Background: an optimization exercise with open tools, aiming at small area. Do not read the settings as production practice.
Only the layout flow was run in this run; the RTL was not checked for function there.
Power and IR drop assume default switching activity.

`design/flow/constraint.sdc`:
```
create_clock -name core_clock -period 10.0 [get_ports {clk}]
set_input_delay 2.0000 -clock core_clock [delete_from_list [all_inputs] [get_ports {clk}]]
set_output_delay 2.0000 -clock core_clock [all_outputs]
set_load 0.01 [all_outputs]
```
`design/flow/run.sh`:
```
#!/bin/bash
# synth_recipe.tcl (not shown) runs the flow's synth.tcl, then flattens the netlist and writes it again
# the make line also repeats each setting of config.mk as NAME=value (left out here)
make -C /OpenROAD-flow-scripts/flow DESIGN_CONFIG=/design/flow/config.mk WORK_HOME=/design/flow/orfs CLKGATE_MAP_FILE= SYNTH_SCRIPT=/design/flow/synth_recipe.tcl finish
```
`design/flow/config.mk`:
```
export PLATFORM = sky130hd
export DESIGN_NAME = Clock_one
export DESIGN_NICKNAME = Clock_one
export VERILOG_FILES = /design/flow/design.v
export SDC_FILE = /design/flow/constraint.sdc
export NUM_CORES = 4
export LEC_CHECK = 0
export CAP_MARGIN = 20
export CORE_MARGIN = 2
export CORE_UTILIZATION = 40
export SLEW_MARGIN = 20
```
`design/flow/design.v`:
```
`timescale 1ns / 1ps
module UnBounceBB(
input  iclk,
input  rst ,
input  en  ,
input  iin ,
output iout
);
parameter STAGE = 10;
wire  [STAGE-1:0] chain_nxt;
wire  deb_nxt; 
reg   [STAGE-1:0] chain;
reg   deb;
assign iout = deb;
assign chain_nxt = {chain[STAGE-2:0], iin};
assign deb_nxt   = &chain[STAGE-1:1] ? 1'b1 : ~(|chain[STAGE-1:1]) ? 1'b0 : deb;
always @(posedge iclk)
	begin
        if (rst) begin
            chain <= {STAGE{1'b0}};
            deb   <= 1'b0;
        end
        else if (en) begin
            chain <= chain_nxt;
            deb   <= deb_nxt;
        end
	end
endmodule
`timescale 1ns / 1ps
module onbeep #(parameter [31:0] BEEP_LAST = 32'd24)
(
	input	 clk,
	input  rst,
	input  en,
	output beep	
);
wire[31:0]addcnt; 
reg[31:0]cnt_khz;
reg clk_1k;
assign addcnt[31:0] = cnt_khz[31:0] + 1'b1; 
assign beep = clk_1k;
	always@(posedge clk)
		if(rst) begin
				cnt_khz[31:0] <= {32{1'b0}};
				clk_1k <= 1'b0;
			end
		else if(cnt_khz[31:0] == BEEP_LAST)
			begin 				
				cnt_khz[31:0] <= {32{1'b0}};
				if(en == 1'b1) begin
					clk_1k <= !clk_1k;
				end
			end
		else begin 
			cnt_khz[31:0] <= addcnt[31:0];
			end
endmodule
`timescale 1ns / 1ps
module SixteenToSixteen(
								selD, 
								numPart0, numPart1, numPart2, numPart3,
								numPart4, numPart5, numPart6, numPart7,
								numPart8, numPart9, numPart10, numPart11,
								numPart12, numPart13, numPart14, numPart15,
								outD
							  );
    input wire [1:0]selD;
	 input wire [3:0]numPart0;
    input wire [3:0]numPart1;
	 input wire [3:0]numPart2;
    input wire [3:0]numPart3;
	 input wire [3:0]numPart4;
    input wire [3:0]numPart5;
	 input wire [3:0]numPart6;
    input wire [3:0]numPart7;
	 input wire [3:0]numPart8;
    input wire [3:0]numPart9;
	 input wire [3:0]numPart10;
    input wire [3:0]numPart11;
 	 input wire [3:0]numPart12;
    input wire [3:0]numPart13;
	 input wire [3:0]numPart14;
    input wire [3:0]numPart15;
	 output reg [15:0] outD;
    always @(selD, numPart0, numPart1, numPart2, numPart3, 
				 numPart4, numPart5, numPart6, numPart7,
				 numPart8, numPart9, numPart10, numPart11, 
				 numPart12, numPart13, numPart14, numPart15)
    begin
        case (selD)
            2'b00: outD <= {numPart12, numPart13, numPart14, numPart15};
				2'b01: outD <= {numPart4, numPart5, numPart6, numPart7};
	         2'b10: outD <= {numPart8, numPart9, numPart10, numPart11};
   			2'b11: outD <= {numPart0, numPart1, numPart2, numPart3};
        endcase
    end
endmodule
`timescale 1ns / 1ps
module SixteenToFour(selData, numPart0, numPart1, numPart2, numPart3, outData);
    input wire [1:0] selData;
	 input wire [3:0]numPart0;
    input wire [3:0]numPart1;
	 input wire [3:0]numPart2;
	 input wire [3:0]numPart3;
	 output reg [3:0] outData;
    always @(selData, numPart0, numPart1, numPart2, numPart3)
    begin
        case (selData)
            2'b00: outData <= numPart0;
				2'b01: outData <= numPart1;
            2'b10: outData <= numPart2;
            2'b11: outData <= numPart3;            
        endcase
    end
endmodule
`timescale 1ns / 1ps
module Bublik_two(
		inrg,
		DNM
	);  
	input [1:0]inrg;
	output reg [3:0]DNM;
	always @ (inrg)
	begin
		case(inrg)			
			2'b00: DNM <= 4'b0111;
			2'b01: DNM <= 4'b1011;
			2'b10: DNM <= 4'b1101;
			2'b11: DNM <= 4'b1110;
		endcase
	end   
endmodule
`timescale 1ns / 1ps
module Bublik_segment(
		inrg,
		DNMSEG
	);  
	input [3:0]inrg;
	output reg [6:0]DNMSEG;
	always @ (inrg)
	begin
		case(inrg)			
			4'b0000: DNMSEG <= 7'b1111110;  
			4'b0001: DNMSEG <= 7'b0110000;  
			4'b0010: DNMSEG <= 7'b1101101;  
			4'b0011: DNMSEG <= 7'b1111001;  
			4'b0100: DNMSEG <= 7'b0110011;  
			4'b0101: DNMSEG <= 7'b1011011;  
			4'b0110: DNMSEG <= 7'b1011111;  
			4'b0111: DNMSEG <= 7'b1110000;  
			4'b1000: DNMSEG <= 7'b1111111;  
			4'b1001: DNMSEG <= 7'b1111011;  
			4'b1010: DNMSEG <= 7'b1110111;  
			4'b1011: DNMSEG <= 7'b0011111;  
			4'b1100: DNMSEG <= 7'b1001110;  
			4'b1101: DNMSEG <= 7'b0111101;  
			4'b1110: DNMSEG <= 7'b1001111;  
			4'b1111: DNMSEG <= 7'b1000111;  
		endcase
	end   
endmodule
`timescale 1ns / 1ps
module Clock_one #(parameter MAINCLOCK = 15)
	(
	 input    clk, 
	 input    rst,
	 input    [1:0]swch,
	 input 	 BUT1,
	 input 	 BUT2,
	 output   [15:0]OUTCR
	 );
localparam [MAINCLOCK:0]   SEC_LAST  = 50000;
localparam integer         KHZ_BITS  = 6;
localparam [KHZ_BITS-1:0]  KHZ_MATCH = 6'h27;
localparam [MAINCLOCK-2:0] SET_MATCH = 12500;
reg  [1:0]Reg_dynamics;
reg  [MAINCLOCK:0]RG;
reg  sec1KHZ;
reg  tikTak;
reg  SETtikTak;
reg  [1:0]Atamaton;
reg  prev_BUT1;
reg  prev_BUT2;
reg  ALARM;
reg  [3:0]Reg_milisecth;
reg  [3:0]Reg_milisecsec;
reg  [3:0]Reg_milisecfrst;
reg  [3:0]Reg_secundes;
reg  [2:0]Reg_secten;
reg  [3:0]Reg_minutes;
reg  [3:0]Reg_minTT;
reg  [2:0]Reg_minten;
reg  [2:0]Reg_mTT;
reg  [3:0]Reg_HourJun;
reg  [3:0]Reg_HourTT;
reg  [1:0]Reg_HourSen;
reg  [1:0]Reg_TT;
wire in_BUT1;
wire in_BUT2;
wire in_BUT3;
wire in_BUT4;
wire [MAINCLOCK:0]add;
wire [1:0]add_dynamics;
wire [3:0]Connect_MUX;
wire [15:0]Connect_MUXTWO;
wire GND;
wire [3:0]add_milisecth;
wire [3:0]add_milisecsec;
wire [3:0]add_milisecfrst;
wire [3:0]add_secundes;
wire [2:0]add_secten;
wire [3:0]add_minutes;
wire [3:0]add_minTT;
wire [2:0]add_minten;
wire [2:0]add_mTT;
wire [3:0]add_HourJun;
wire [3:0]add_HourTT;
wire [1:0]add_HourSen;
wire [1:0]add_TT;
assign add_milisecth[3:0] = Reg_milisecth[3:0] + 1'b1; 
assign add_milisecsec[3:0] = Reg_milisecsec[3:0] + 1'b1;
assign add_milisecfrst[3:0] = Reg_milisecfrst[3:0] + 1'b1;
assign add[MAINCLOCK:0] = RG[MAINCLOCK:0] + 1'b1;
assign add_dynamics[1:0] = Reg_dynamics[1:0] + 1'b1;
assign add_secundes[3:0] = Reg_secundes[3:0] + 1'b1;
assign add_secten[2:0] = Reg_secten[2:0] + 1'b1;
assign add_minutes[3:0] = Reg_minutes[3:0] + 1'b1;
assign add_minten[2:0] = Reg_minten[2:0] + 1'b1;
assign add_HourJun[3:0] = Reg_HourJun[3:0] + 1'b1;
assign add_HourSen[1:0] = Reg_HourSen[1:0] + 1'b1;
assign add_HourTT[3:0] = Reg_HourTT[3:0] + 1'b1;
assign add_TT[1:0] = Reg_TT[1:0] + 1'b1;
assign add_minTT[3:0] = Reg_minTT[3:0] + 1'b1;
assign add_mTT[2:0] = Reg_mTT[2:0] + 1'b1;
assign OUTCR[11] = Reg_secundes[0];
assign OUTCR[12] = RG[MAINCLOCK];
assign OUTCR[14] = 1'b1;
assign OUTCR[15] = 1'b1;
assign GND = 0;
UnBounceBB ubnc_c(.iclk(clk), .rst(rst), .en(sec1KHZ), .iin(swch[0]), .iout(in_BUT3));
UnBounceBB ubnc_d(.iclk(clk), .rst(rst), .en(sec1KHZ), .iin(swch[1]), .iout(in_BUT4));
always@(in_BUT3, in_BUT4) begin
		Atamaton[0] <= in_BUT4;
		Atamaton[1] <= in_BUT3;
end
UnBounceBB ubnc_a(.iclk(clk), .rst(rst), .en(sec1KHZ), .iin(BUT1), .iout(in_BUT1));
UnBounceBB ubnc_b(.iclk(clk), .rst(rst), .en(sec1KHZ), .iin(BUT2), .iout(in_BUT2));
always@(posedge clk) begin
		if(rst) begin
		  ALARM <= 1'b1;
		  SETtikTak <= 1'b0;
		  RG <= {(MAINCLOCK+1){1'b0}};
		  tikTak <= 1'b0;
		  sec1KHZ <= 1'b0;
		  Reg_dynamics <= 2'b0;
		  Reg_HourJun <= 4'b0;
		  Reg_HourSen <= 2'b0;
		  Reg_minutes <= 4'b0;
		  Reg_minten <= 3'b0;
		  Reg_secundes <= 4'b0;
		  Reg_secten <= 3'b0;
		end
		else begin
		  if({Reg_HourSen[1:0],Reg_HourJun[3:0],Reg_minten[2:0],Reg_minutes[3:0]}
		   == {Reg_TT[1:0],Reg_HourTT[3:0],Reg_mTT[2:0],Reg_minTT[3:0]}) 
			begin
			 ALARM <= RG[MAINCLOCK];
			end
		  else begin
			 ALARM <= 1'b0;
		  end
		  SETtikTak <= (RG[MAINCLOCK-2:0] == SET_MATCH) ? 1'b1 : 1'b0;
		  if(RG[MAINCLOCK:0] < SEC_LAST) begin
			RG[MAINCLOCK:0] <= add[MAINCLOCK:0];
			tikTak <= 1'b0;
		  end
		  else begin
		   RG[MAINCLOCK:0] <= {(MAINCLOCK+1){1'b0}};
		   tikTak <= 1'b1;			
		  end		  
		  sec1KHZ <= (RG[KHZ_BITS-1:0] == KHZ_MATCH) ? 1'b1 : 1'b0; 
		  if(sec1KHZ)
		  begin
		  	  Reg_dynamics[1:0] <= add_dynamics[1:0];
		  end		  
			if ((Atamaton[1:0] == {1'b1, 1'b1}) && (SETtikTak && !in_BUT1)) begin	
						if({Reg_HourSen[1:0],Reg_HourJun[3:0]} == {2'b10,4'b0011}) begin							 
							Reg_HourJun[3:0] <= 4'b0;
							Reg_HourSen[1:0] <= 2'b0;
						end 
						else begin
							if(Reg_HourJun[3:0] < 4'b1001) begin						
								Reg_HourJun[3:0] <= add_HourJun[3:0];						
							end
							else begin						  
								Reg_HourJun[3:0] <= 4'b0;							 
								if(Reg_HourSen[1:0] < 2'b10) begin
									Reg_HourSen[1:0] <= add_HourSen[1:0];
								end
								else begin
									Reg_HourSen[1:0] <= 2'b0;				 
								end							 
						   end						  
						end
			end
			if ((Atamaton[1:0] == {1'b1, 1'b1}) && (SETtikTak && !in_BUT2)) begin	
							if(Reg_minutes[3:0] < 4'b1001) begin
								Reg_minutes[3:0] <= add_minutes[3:0];
							end
							else begin
							Reg_minutes[3:0] <= 4'b0;
									if(Reg_minten[2:0] < 3'b101) begin
									Reg_minten[2:0] <= add_minten[2:0];
									end
									else begin
									Reg_minten[2:0] <= 3'b0;
									end
							end
			end
			if(tikTak) begin
				if(Reg_secundes[3:0] < 4'b1001) begin				 
					Reg_secundes[3:0] <= add_secundes[3:0];
				end
				else begin
					Reg_secundes[3:0] <= 4'b0;
						if(Reg_secten[2:0] < 3'b101) begin
							Reg_secten[2:0] <= add_secten[2:0];					
						end
						else begin
							Reg_secten[2:0] <= 3'b0;
							if(Reg_minutes[3:0] < 4'b1001) begin
								Reg_minutes[3:0] <= add_minutes[3:0];
							end
							else begin
							Reg_minutes[3:0] <= 4'b0;
									if(Reg_minten[2:0] < 3'b101) begin
									Reg_minten[2:0] <= add_minten[2:0];
									end
									else begin
									Reg_minten[2:0] <= 3'b0;
										if({Reg_HourSen[1:0],Reg_HourJun[3:0]} == {2'b10,4'b0011}) begin							 
											Reg_HourJun[3:0] <= 4'b0;
											Reg_HourSen[1:0] <= 2'b0;
										end 
										else begin
										if(Reg_HourJun[3:0] < 4'b1001) begin						
												Reg_HourJun[3:0] <= add_HourJun[3:0];						
										end
										else begin						  
												Reg_HourJun[3:0] <= 4'b0;							 
												if(Reg_HourSen[1:0] < 2'b10) begin
														Reg_HourSen[1:0] <= add_HourSen[1:0];
											   end
											   else begin
														Reg_HourSen[1:0] <= 2'b0;				 
												 	  end							 
											 end
										end									
									end							
							end							
						end						
			end				
			end
		end
end
always@(posedge clk) begin
		if(rst) begin
			Reg_milisecth <= 4'b0;
			Reg_milisecsec <= 4'b0;
			Reg_milisecfrst <= 4'b0;
		end
   	else if(sec1KHZ) begin
			if(Reg_milisecth[3:0] < 4'b1001) begin
				 Reg_milisecth[3:0] <= add_milisecth[3:0];
				end
			else begin
				 Reg_milisecth[3:0] <= 4'b0;
						if(Reg_milisecsec[3:0] < 4'b1001) begin
							Reg_milisecsec[3:0] <= add_milisecsec[3:0];
						end
						else begin
							Reg_milisecsec[3:0] <= 4'b0;
								if(Reg_milisecfrst[3:0] < 4'b1001) begin
									Reg_milisecfrst[3:0] <= add_milisecfrst[3:0];
								end
								else begin
									Reg_milisecfrst[3:0] <= 4'b0;
								end
						end
				end
		end
end
always@(posedge clk) begin
	if(rst) begin
		prev_BUT1 <= 1'b0;
		prev_BUT2 <= 1'b0;
	end
	else begin
		prev_BUT1 <= in_BUT1;
		prev_BUT2 <= in_BUT2;
	end
end
always@(posedge clk) begin	
	if(rst) begin
		Reg_HourTT <= 4'b0;
		Reg_TT <= 2'b0;
	end
	else if(prev_BUT1 && !in_BUT1 && Atamaton[1:0] == {1'b0, 1'b0}) begin
		if({Reg_TT[1:0],Reg_HourTT[3:0]} == {2'b10,4'b0011}) begin							 
			Reg_HourTT[3:0] <= 4'b0;
  		   Reg_TT[1:0] <= 2'b0;
		end 
		else begin
			if(Reg_HourTT[3:0] < 4'b1001) begin						
				Reg_HourTT[3:0] <= add_HourTT[3:0];						
			end
			else begin						  
				Reg_HourTT[3:0] <= 4'b0;							 
				if(Reg_TT[1:0] < 2'b10) begin
					Reg_TT[1:0] <= add_TT[1:0];
				end
				else begin
					Reg_TT[1:0] <= 2'b0;				 
				end							 
			end
		end												
	end	
end
always@(posedge clk) begin	
			if(rst) begin
				Reg_minTT <= 4'b0101;
				Reg_mTT <= 3'b0;
			end
			else if (prev_BUT2 && !in_BUT2 && Atamaton[1:0] == {1'b0, 1'b0}) begin	
							if(Reg_minTT[3:0] < 4'b1001) begin
								Reg_minTT[3:0] <= add_minTT[3:0];
							end
							else begin
							Reg_minTT[3:0] <= 4'b0;
									if(Reg_mTT[2:0] < 3'b101) begin
									Reg_mTT[2:0] <= add_mTT[2:0];
									end
									else begin
									Reg_mTT[2:0] <= 3'b0;
									end
							end							
			end
end
onbeep beepalarm ( .clk(clk), .rst(rst), .en(ALARM), .beep(OUTCR[13]) );
SixteenToSixteen switchData(
									.selD({in_BUT4,in_BUT3}), 																		
									.numPart15(Reg_minTT[3:0]), 
									.numPart14({GND,Reg_mTT[2:0]}), 
									.numPart13(Reg_HourTT[3:0]), 
									.numPart12({{2{GND}},Reg_TT[1:0]}), 
									.numPart11(Reg_milisecth[3:0]), 
									.numPart10(Reg_milisecsec[3:0]), 
									.numPart9(Reg_milisecfrst[3:0]), 
									.numPart8(Reg_secundes[3:0]), 									
									.numPart7(Reg_secundes[3:0]), 
									.numPart6({GND,Reg_secten[2:0]}), 
									.numPart5(Reg_minutes[3:0]), 
									.numPart4({GND,Reg_minten[2:0]}),
									.numPart3(Reg_minutes[3:0]), 
									.numPart2({GND,Reg_minten[2:0]}), 
									.numPart1(Reg_HourJun[3:0]), 
									.numPart0({{2{GND}},Reg_HourSen[1:0]}), 
   								.outD(Connect_MUXTWO[15:0])
									 );
SixteenToFour stofmult(
							 .selData(Reg_dynamics[1:0]), 
							 .numPart0(Connect_MUXTWO[3:0]), 
							 .numPart1(Connect_MUXTWO[7:4]), 
							 .numPart2(Connect_MUXTWO[11:8]), 
							 .numPart3(Connect_MUXTWO[15:12]), 
							 .outData(Connect_MUX[3:0])
						    );
Bublik_two Dynamic_d(.inrg(Reg_dynamics[1:0]), .DNM(OUTCR[3:0]));
Bublik_segment serout(.inrg(Connect_MUX[3:0]), .DNMSEG(OUTCR[10:4]));
endmodule
```
==> impl_results.md <==
- Status: no timing/DRC/antenna violations
- Non-filler instance count after layout: 1,084
- Number of hold buffers added after CTS: 0
- CTS Sinks: 146
- Met1 wire length: roughly 7500 um
- Path class of the lowest-slack min-delay path: flop to flop
- Longest Clk Path Bufs: 2
- Final Setup Violations: 0
- R2R Path End: Reg_minten[0]$_SDFF_PP0_
- Placement Cell Area: 7624 sq um
- Sequence of cells on the critical path: inv_1 -> o311ai_0 -> o41a_1 -> inv_1 -> ha_1 -> mux2_2 -> o22ai_1 -> clkdlybuf4s50_1
- Asr flop ratio synth: 0%
- Horizontal die dimension: 139.6 um
- Count leader, synth: sky130_fd_sc_hd__dfxtp_1
- Post-DR wirelength/cell: ~14 um
- Nets@finish: about 900
- Area delta synth->final: 11.43%
- Cells on worst reg2reg path: 8
- Insertion delay to the later sink of the worst-skew pair: 430 ps
- Via density per instance: 5.226
- Worst reg2reg path startpoint: Reg_secundes[0]$_SDFFE_PP0P_
- Number of standard-cell rows in the floorplan: between 40 and 50
- Kind of cell adding the most delay to the critical path: buffers and inverters
- Area of the mapped netlist: approximately 7400 sq um
- Post-synth top cells: 146 x sky130_fd_sc_hd__dfxtp_1, 136 x sky130_fd_sc_hd__nor2_1, 50 x sky130_fd_sc_hd__mux2i_1, 50 x sky130_fd_sc_hd__nand2_1, 43 x sky130_fd_sc_hd__inv_1
- Metal3 WL: between 400 and 500 um
- Number of buffer cells added on primary ports: 19
- Number of global-route vias before repair: 5,214
- Leakage: 2.897 nW
- Y dimension of the die: 139.6 um
- Overall fraction of global-route tracks in use: approximately 16%
- Endpoint required time on the critical path: 8000 ps
- DIE AREA: roughly 20,000 sq um
- Count of cells along the worst hold path: 1
- Critical path capture point type: output port
- Flop and latch count out of synthesis: roughly 150
- Drt initial violations: 332
- Buffers & Inverters on Critical Path: 3
- Max_cap viols: 0
- Pin count of the biggest net entering global routing: 88
- Seq/Total Area, Yosys: around 40%
- Final count of hold timing violations: 0
- Number of warnings printed during yosys synthesis: 7
- Initial Utilization: approximately two fifths
- Count of antenna-violating nets left after detailed routing: 0
- Final std cell area, no fill: 8197 sq um
- Overall power after layout: approximately 0.0012 W
- Highest achievable clock rate: 0.1730 GHz
- Initial antenna violation count: 0
- Worst setup path class: flop to output port
- Main area contributors after synthesis: sky130_fd_sc_hd__dfxtp_1 40%, sky130_fd_sc_hd__nor2_1 6.9%, sky130_fd_sc_hd__mux2i_1 6.8%, sky130_fd_sc_hd__ha_1 6.0%, sky130_fd_sc_hd__xor2_1 4.4%
- Deepest level of the CTS H-tree: 4
- Pre-Repair DR Iteration Count: 4
- VDD IR max: 97.40 uV
- I/O pin cnt: 22
- Total setup buffers inserted after CTS: 0
- Number of standard cells after synthesis: 843
- First-pass GRT wire length: 25,610 um
- Post-placement cell count: 1,052
- Cell at the root of the clock tree: sky130_fd_sc_hd__clkbuf_16
- Critical path peak fanout: 23
- Clock tree skew after final layout: 6.943 ps
- Clock slew seen by the registers of the worst setup and hold paths: 60 ps
- Worst hold path endpoint: beepalarm.cnt_khz[0]$_SDFF_PP0_
- Top FF cell, synth: sky130_fd_sc_hd__dfxtp_1
- Uppermost layer routed: met4
- Routability Congestion: 0.8346
- Kind of start point of the critical path: flop
- Synth Area per Inst: 8.726 sq um
- Relative slew slack: approximately 41%
- Residual DRC: 0
- Total core area: 18,020 sq um
- Slowest Stage Delay on Critical Path: 860 ps
- Overall overflow remaining after global route: 0
- CP arrival: between 3000 and 4000 ps
- Max-slew violations: 0
- WL final: 14,920 um
- Sum Neg Setup Slack: 0 ps
- Crit-path most repeated cell: sky130_fd_sc_hd__inv_1
- Crit-path slowest cell: sky130_fd_sc_hd__dfxtp_1
- Number of enable-type register cells in the synthesized netlist: 0
- Quantity of gates resized following cts: 0
- Worst hold path startpoint: beepalarm.cnt_khz[0]$_SDFF_PP0_
- Estimated wirelength of the detail-placed design: 9973 um
- Vias after detailed routing: 5,665
- Flop-to-flop setup slack: between 7000 and 8000 ps
- CTS tree: done
- Slew of the pin with the lowest slew margin: 878.0 ps
- Routed length on met2: 6571 um
- Minimum clock period: 5781 ps
- Leading area contributor after synthesis: sky130_fd_sc_hd__dfxtp_1
- Count of antenna diodes in the layout: 0
- Count of cell types in the netlist: 66
- Fraction of final layout cells with drive strength greater than 1: 5.965%
- Power Dens Cells: about 150 nW/um^2
- Final hold slack: between 400 and 500 ps
- Ratio of final minimum period to clock period: a little under 60%
- Area share of the largest cell type after synthesis: between 30% and 40%
- Number of CTS-inserted buffers: 17
- Unrepaired setup endpoints after global routing: false
[stage by stage]
step / setup WS, ps / util (%)
CTS: 4031 / 45.47
global placement: 4545 / 42.29
detailed placement: 4501 / 42.29
floorplan: 5514 / -
global route: 3907 / 45.47
finish: 4219 / 45.47
[power by group]
| group | switching [W] | total, W | internal (W) |
|---|---|---|---|
| clock network | 0.000261 | 0.000612 | 0.000351 |
| logic | 0.0000132 | 0.0000195 | 0.00000627 |
| registers | 0.00000276 | 0.000587 | 0.000584 |
| total | 0.000277 | 0.00122 | 0.000941 |
[state kept, by name, indices dropped and copies added (netlist names), 2 cells and up]
name,count
Reg_mTT,3
Reg_milisecfrst,4
Reg_secundes,4
Reg_HourJun,4
Reg_TT,2
Reg_minutes,4
Reg_dynamics,2
ubnc_d.chain,10
ubnc_c.chain,10
beepalarm.cnt_khz,32
Reg_secten,3
Reg_minTT,4
RG,16
ubnc_b.chain,10
Reg_milisecth,4
Reg_HourSen,2
Reg_minten,3
Reg_milisecsec,4
ubnc_a.chain,10
Reg_HourTT,4
[logic make-up after synthesis]
family / share of synthesized area, %
AND/OR/NAND/NOR: 22.15
flip-flops: 39.73
other: 0.05098
buffers and inverters: 5.239
adder cells (fa/ha/maj): 5.953
AO/OA/AOI/OAI: 10.84
multiplexers: 8.182
XOR/XNOR: 7.858
[cells in the final DEF (no fill, tap or decap), types with 3 or more instances in the layout]
cell                              Yosys  routed
sky130_fd_sc_hd__inv_1               43      43
sky130_fd_sc_hd__o22a_1               3       3
sky130_fd_sc_hd__or3_1                9       9
sky130_fd_sc_hd__nor4_1              14      14
sky130_fd_sc_hd__clkinvlp_4           0       5
sky130_fd_sc_hd__clkinv_4             0       3
sky130_fd_sc_hd__and4_1               7       7
sky130_fd_sc_hd__clkbuf_16            0      17
sky130_fd_sc_hd__a22oi_1              5       5
sky130_fd_sc_hd__a21oi_1             38      38
sky130_fd_sc_hd__and3_1              11      11
sky130_fd_sc_hd__nor2_1             136     136
sky130_fd_sc_hd__ha_1                35      35
sky130_fd_sc_hd__mux2i_1             50      50
sky130_fd_sc_hd__nand2_1             50      50
sky130_fd_sc_hd__nor4b_1              3       3
sky130_fd_sc_hd__o211ai_1             3       3
sky130_fd_sc_hd__nor3_1              24      24
sky130_fd_sc_hd__o21a_1               4       4
sky130_fd_sc_hd__a41oi_1              8       8
sky130_fd_sc_hd__o22ai_1              3       3
sky130_fd_sc_hd__nor2b_1              6       6
sky130_fd_sc_hd__dfxtp_1            146     144
sky130_fd_sc_hd__mux4_2               4       4
sky130_fd_sc_hd__xor2_1              37      37
sky130_fd_sc_hd__xnor2_1             29      29
sky130_fd_sc_hd__nand3_1             28      28
sky130_fd_sc_hd__a31oi_1              4       4
sky130_fd_sc_hd__nand4_1             20      20
sky130_fd_sc_hd__nand3b_1             3       3
sky130_fd_sc_hd__clkdlybuf4s50_1      0      18
sky130_fd_sc_hd__a211oi_1             3       3
sky130_fd_sc_hd__o21ai_0             24      24
sky130_fd_sc_hd__nand2b_1            13      13
[final cells by class]
type,count,area (sq um)
Multi-Input combinational cell,613,4051
Timing Repair Buffer,21,200.2
Sequential cell,146,2925
Clock inverter,14,132.6
Fill cell,1797,9828
Clock buffer,18,439.2
Tap cell,229,286.5
Inverter,43,161.4
[worst max path at each step]
stage / from / to / slack (ps) / depth (start not counted)
CTS: ubnc_c.deb$_SDFFE_PP0P_ / OUTCR[7] / 4030 / 7
global placement: ubnc_c.deb$_SDFFE_PP0P_ / OUTCR[7] / 4540 / 7
floorplan: Reg_dynamics[0]$_SDFFE_PP0P_ / OUTCR[7] / 5510 / 10
finish: ubnc_d.deb$_SDFFE_PP0P_ / OUTCR[7] / 4220 / 8
global route: ubnc_d.deb$_SDFFE_PP0P_ / OUTCR[7] / 3910 / 8
detailed placement: ubnc_c.deb$_SDFFE_PP0P_ / OUTCR[7] / 4500 / 7
[metal layers]
metal,track usage [%],vias up
li1,-,2943
met1,21.74,2619
met2,24.33,80
met3,4.301,23
met4,6.211,0
met5,0,-

## separate check: timing with driven ports
In the flow no input, the clock included, has a driving cell. The finished layout below was timed again as built, in two steps.
Step 1 (the two cells are an assumption about what drives the block):
set clk [get_ports {clk}]
set_driving_cell -lib_cell sky130_fd_sc_hd__clkbuf_16 $clk
set_driving_cell -lib_cell sky130_fd_sc_hd__buf_2 [delete_from_list [all_inputs] $clk]
Step 2 also shifts input and output timing later by t, the mid clock arrival at the registers, as if the neighbouring blocks saw the same clock.
Three values: ideal ports, drivers, drivers and shift; two values: the first two.
shift t [ns]: 0.465
setup WS [ns]: 4.219 / 4.179 / 4.644
slew at the worst register clock pin (ns): 0.06 / 0.06
After both steps this run still meets setup and hold. The setup slack of this run moves by -0.040 ns with the drivers and by +0.425 ns with both steps.
